Source: an optimization exercise on an open RTL-to-GDS flow (aim: small area, a short achievable clock period and few clock cycles per item). Production flows keep margins and buffers that such runs may drop. In this exercise RTL edits were held to simulation tests only and were not proved equivalent to the original. Power and IR drop assume default switching activity.

==> flow/design.v (excerpt) <==
module multiplier(
	input logic clk,
	input logic rst,
	input logic start_flag,
	input logic[15:0] a,
	input logic[15:0] b,
	output logic[31:0] result,
	output logic status
	);
Size: ~630 cells after synthesis, ~58 flip-flops, about 68 I/O pins.
export LEC_CHECK = 0
export CAP_MARGIN = 20
export CORE_MARGIN = 2
export CORE_UTILIZATION = 70
export CTS_BUF_LIST = sky130_fd_sc_hd__clkbuf_4 sky130_fd_sc_hd__clkbuf_8
export CTS_CLUSTER_SIZE = 30
export GPL_TIMING_DRIVEN = 1
export SETUP_SLACK_MARGIN = 0.3
export SLEW_MARGIN = 20
export SYNTH_HIERARCHICAL = 1
create_clock -name core_clock -period 4.0 [get_ports {clk}]
standard.sh (not shown) runs the stock make flow with config.mk's settings and CLKGATE_MAP_FILE= SYNTH_SCRIPT=/design/flow/synth_recipe.tcl, a recipe that flattens the netlist after the stock synthesis.
==> flow/flow/run.sh <==
#!/bin/bash
set -euo pipefail
cd "$(dirname "$0")/.."
export BUFFER_PORTS_ARGS="-buffer_cell sky130_fd_sc_hd__buf_2"
bash standard.sh > make.log 2>&1
Testbench counts at the start, summed over its fixed seeds: cycles 1,608, items 1,600.
Next try:
CORE_UTILIZATION = 80   (was 70)
CTS_BUF_LIST = default   (was sky130_fd_sc_hd__clkbuf_4 sky130_fd_sc_hd__clkbuf_8)
CTS_CLUSTER_SIZE = default   (was 30)
Effect: Final area hardly moves. Routed wire length is higher by 15%. Total power is higher by 5.3%. Global-route usage is higher by 8.1 points. Utilization is higher by 11 points. Worst setup slack degrades by 25 ps. Via count is higher by about 8%. Die area is lower by about 12%. Maximum frequency is lower by 0.70%. Sequential share of layout area is about the same. Hold slack degrades by 6.3 ps.
Next try:
CORE_UTILIZATION = 70   (was 80)
SETUP_SLACK_MARGIN = 0.2   (was 0.3)
=> Cell count grows by 2.7%. Synthesized cell count does not change. First-iteration DRC count shrinks by about 47%.
Next try:
SETUP_SLACK_MARGIN = 0.4   (was 0.2)
After rerunning: Setup slack improved by 260 ps; worst hold slack gets better by 8.6 ps; die area is unchanged; global-route usage drops by 1.5 points; clock-buffer cell count fell by 1; power barely changes; maximum frequency is higher by 7.5%; synthesized cell count is unchanged.
Next try:
GPL_ROUTABILITY_DRIVEN = 0   (was default)
What happened:
- The new run finished with timing, DRC and antenna clean
- non-clock buffer count is higher by 3
- sequential cell count does not change
- final area is higher slightly
- utilization is higher by 0.71 points
- area after synthesis is unchanged
- hold slack is better by 13 ps
Next try:
==> flow/flow/run.sh (replaced) <==
#!/bin/bash
set -euo pipefail
cd "$(dirname "$0")/.."
export BUFFER_PORTS_ARGS="-buffer_cell sky130_fd_sc_hd__buf_1"
bash standard.sh > make.log 2>&1
GPL_ROUTABILITY_DRIVEN = default   (was 0)
SETUP_SLACK_MARGIN = 0.3   (was 0.4)
=>
- The changed run finished clean
- global-route usage grows by 1.1 points
- hold slack gets worse by 27 ps
- fmax shrinks by a few percent


Starting RTL as in the previous note.
Design multiplier, start of the top module:
module multiplier(
	input logic clk,
	input logic rst,
	input logic start_flag,
	input logic[15:0] a,
	input logic[15:0] b,
	output logic[31:0] result,
	output logic status
	);
Settings: LEC_CHECK=0, CAP_MARGIN=20, CORE_MARGIN=2, CORE_UTILIZATION=70, GPL_TIMING_DRIVEN=1, SETUP_SLACK_MARGIN=0.3, SLEW_MARGIN=20, SYNTH_HIERARCHICAL=1; clock period 4.0 ns.
==> flow/flow/run.sh <==
#!/bin/bash
set -euo pipefail
cd "$(dirname "$0")/.."
export BUFFER_PORTS_ARGS="-buffer_cell sky130_fd_sc_hd__buf_2"
bash standard.sh > make.log 2>&1
Testbench counts at the start, summed over its fixed seeds: cycles 1,608, items 1,600.
==> next run, changes <==
==> flow/flow/run.sh (replaced) <==
#!/bin/bash
set -euo pipefail
cd "$(dirname "$0")/.."
export BUFFER_PORTS_ARGS="-buffer_cell sky130_fd_sc_hd__buf_1"
bash standard.sh > make.log 2>&1
- SETUP_SLACK_MARGIN: 0.3 -> 0.4
After rerunning: Sequential power increases by a few percent; critical path depth came out higher by 3; cell area came out higher by a few percent; clock-buffer cell count drops by 3; die area stays the same; synthesized cell count does not change; worst setup slack is better by 0.026 ns; sequential share of layout area drops by 0.54 points; total power stays flat.
==> next run, changes <==
==> flow/flow/run.sh (replaced) <==
#!/bin/bash
set -euo pipefail
cd "$(dirname "$0")/.."
export BUFFER_PORTS_ARGS="-buffer_cell sky130_fd_sc_hd__buf_2"
bash standard.sh > make.log 2>&1
- PLACE_DENSITY: default -> 0.8
=> The changed run completed without violations; global-route usage falls by 1.4 points; die area is unchanged; design area shrinks by about 3%; first-iteration DRC count fell by 19%; critical path depth decreases by 3; power goes down by 0.62%.
==> next run, changes <==
- PLACE_DENSITY: 0.8 -> default
- SETUP_SLACK_MARGIN: 0.4 -> 0.5
Outcome: The changed run completed with no timing, DRC or antenna violations; fmax went up by 1.0%; utilization grows by 3.0 points; die area does not change; global-route usage rises by 1.9 points; routed wire length grows by about 5.3%.


Another version of the RTL of multiplier (not shown whole).
Size: roughly 650 cells after synthesis, roughly 62 flip-flops, ~68 I/O pins, roughly 7300 sq um of cells after synthesis.
clock: 4.0 ns
lec_check: 0
cap_margin: 20
core_margin: 2
core_utilization: 40
cts_buf_list: sky130_fd_sc_hd__clkbuf_2 sky130_fd_sc_hd__clkbuf_4
gpl_timing_driven: 0
setup_slack_margin: 0.3
slew_margin: 20
synth_hierarchical: 1
==> flow/flow/run.sh <==
#!/bin/bash
set -euo pipefail
cd "$(dirname "$0")/.."
export BUFFER_PORTS_ARGS="-buffer_cell sky130_fd_sc_hd__buf_2"
bash standard.sh > make.log 2>&1
Testbench counts at the start, summed over its fixed seeds: cycles 1,608, items 1,600.
==> next run, changes <==
Settings changed: CTS_BUF_LIST sky130_fd_sc_hd__clkbuf_2 sky130_fd_sc_hd__clkbuf_4 to default, SETUP_SLACK_MARGIN 0.3 to default.
Setup slack got worse by 0.13 ns.
Critical path depth is unchanged.
Cell area fell by 2.7%.
Total power fell by 1.6%.
Wire length fell by 3.5%.


Starting RTL as in the previous note.
Settings: LEC_CHECK=0, CAP_MARGIN=20, CORE_MARGIN=2, CORE_UTILIZATION=40, GPL_TIMING_DRIVEN=0, SETUP_SLACK_MARGIN=0.3, SLEW_MARGIN=20, SYNTH_HIERARCHICAL=1; clock period 4.0 ns.
Scripts as last shown in full above: flow/flow/run.sh
Testbench counts at the start, summed over its fixed seeds: cycles 1,608, items 1,600.
Then changed:
--- a/flow/config.mk
+++ b/flow/config.mk
@@ -10,2 +10,2 @@
-export CORE_UTILIZATION = 40
-export GPL_TIMING_DRIVEN = 0
+export CORE_UTILIZATION = 70
+export GPL_TIMING_DRIVEN = 1
The changed run completed with no timing, DRC or antenna violations; cell area went down by a little under a tenth; synthesized area is unchanged; global-route usage is higher by 15 points; utilization increases by 31 points.
Then changed:
--- a/flow/config.mk
+++ b/flow/config.mk
@@ -10,3 +10,3 @@
-export CORE_UTILIZATION = 70
-export GPL_TIMING_DRIVEN = 1
-export SETUP_SLACK_MARGIN = 0.3
+export CORE_UTILIZATION = 40
+export GPL_TIMING_DRIVEN = 0
+export SETUP_SLACK_MARGIN = 0.6
Result:
- die area is higher by well over a third
- wire length rose by a few percent
- fmax is higher by a few percent
- clock-buffer cell count decreases by 2
- via count increases by a few percent
- design area goes up by roughly a tenth
- final cell count goes up by about a fifth
- global-route usage fell by 14 points
- clock power increases by a quarter to a third
- core utilization decreases by 29 points
- total power increases by a quarter to a third
Then changed:
--- a/flow/config.mk
+++ b/flow/config.mk
@@ -10 +10 @@
-export CORE_UTILIZATION = 40
+export CORE_UTILIZATION = 70
@@ -12 +12 @@
-export SETUP_SLACK_MARGIN = 0.6
+export SETUP_SLACK_MARGIN = 0.3
Outcome: Wire length drops by a little under a tenth; die area fell by well over a third; critical path depth goes down by 1; cell count came out lower by roughly a tenth; clock-buffer cell count rises by 3; cell area falls by a little under a tenth; global-route usage rises by 12 points.

static timing again, ports no longer ideal:
Ports are ideal in the flow. The routed layouts listed here were re-timed in OpenROAD.
Step 1 assumes that a clkbuf_16 drives the clock port and a buf_2 every other input.
Step 2 also shifts input and output timing later by t, the mid clock arrival at the registers, as if the neighbouring blocks saw the same clock.
Three values: ideal, step 1, step 2; two values: the first two.
| run | shift t [ns] | slack for setup (ns) | worst register clock-pin slew, ns | worst slew at a driven data input, ns |
|---|---|---|---|---|
| the first run of note 1 | 0.388 | 0.397 / 0.411 / 0.023 | 0.08 / 0.08 | 0.04 |
| the second run of note 1 | 0.385 | 0.371 / 0.338 / 0.028 | 0.08 / 0.08 | 0.05 |
| the third run of note 1 | 0.392 | 0.253 / 0.267 / -0.125 | 0.08 / 0.08 | 0.04 |
| the fourth run of note 1 | 0.394 | 0.513 / 0.477 / 0.137 | 0.08 / 0.08 | 0.03 |
| the fifth run of note 1 | 0.381 | 0.491 / 0.456 / 0.126 | 0.08 / 0.08 | 0.04 |
| the sixth run of note 1 | 0.386 | 0.393 / 0.394 / 0.008 | 0.07 / 0.07 | 0.04 |
| the first run of note 2 | 0.398 | 0.451 / 0.429 / 0.067 | 0.08 / 0.08 | 0.04 |
| the second run of note 2 | 0.387 | 0.477 / 0.442 / 0.113 | 0.08 / 0.08 | 0.04 |
| the third run of note 2 | 0.394 | 0.513 / 0.477 / 0.137 | 0.08 / 0.08 | 0.03 |
| the fourth run of note 2 | 0.395 | 0.548 / 0.521 / 0.167 | 0.08 / 0.08 | 0.04 |
| the first run of note 3 | 0.486 | 0.283 / 0.246 / -0.110 | 0.12 / 0.12 | 0.05 |
| the second run of note 3 | 0.381 | 0.151 / 0.107 / -0.206 | 0.05 / 0.05 | 0.05 |
| the first run of note 4 | 0.379 | 0.385 / 0.376 / 0.026 | 0.06 / 0.06 | 0.06 |
| the second run of note 4 | 0.390 | 0.355 / 0.322 / 0.111 | 0.07 / 0.07 | 0.05 |
| the third run of note 4 | 0.382 | 0.428 / 0.385 / 0.253 | 0.06 / 0.06 | 0.07 |
| the fourth run of note 4 | 0.392 | 0.353 / 0.315 / 0.004 | 0.07 / 0.07 | 0.05 |
With both steps, setup timing fails in the third run of note 1, the first run of note 3 and the second run of note 3, where it was met with ideal ports. For the first run of note 3, which loses most, drivers alone change the setup slack by -0.037 ns; drivers and shift together by -0.393 ns.
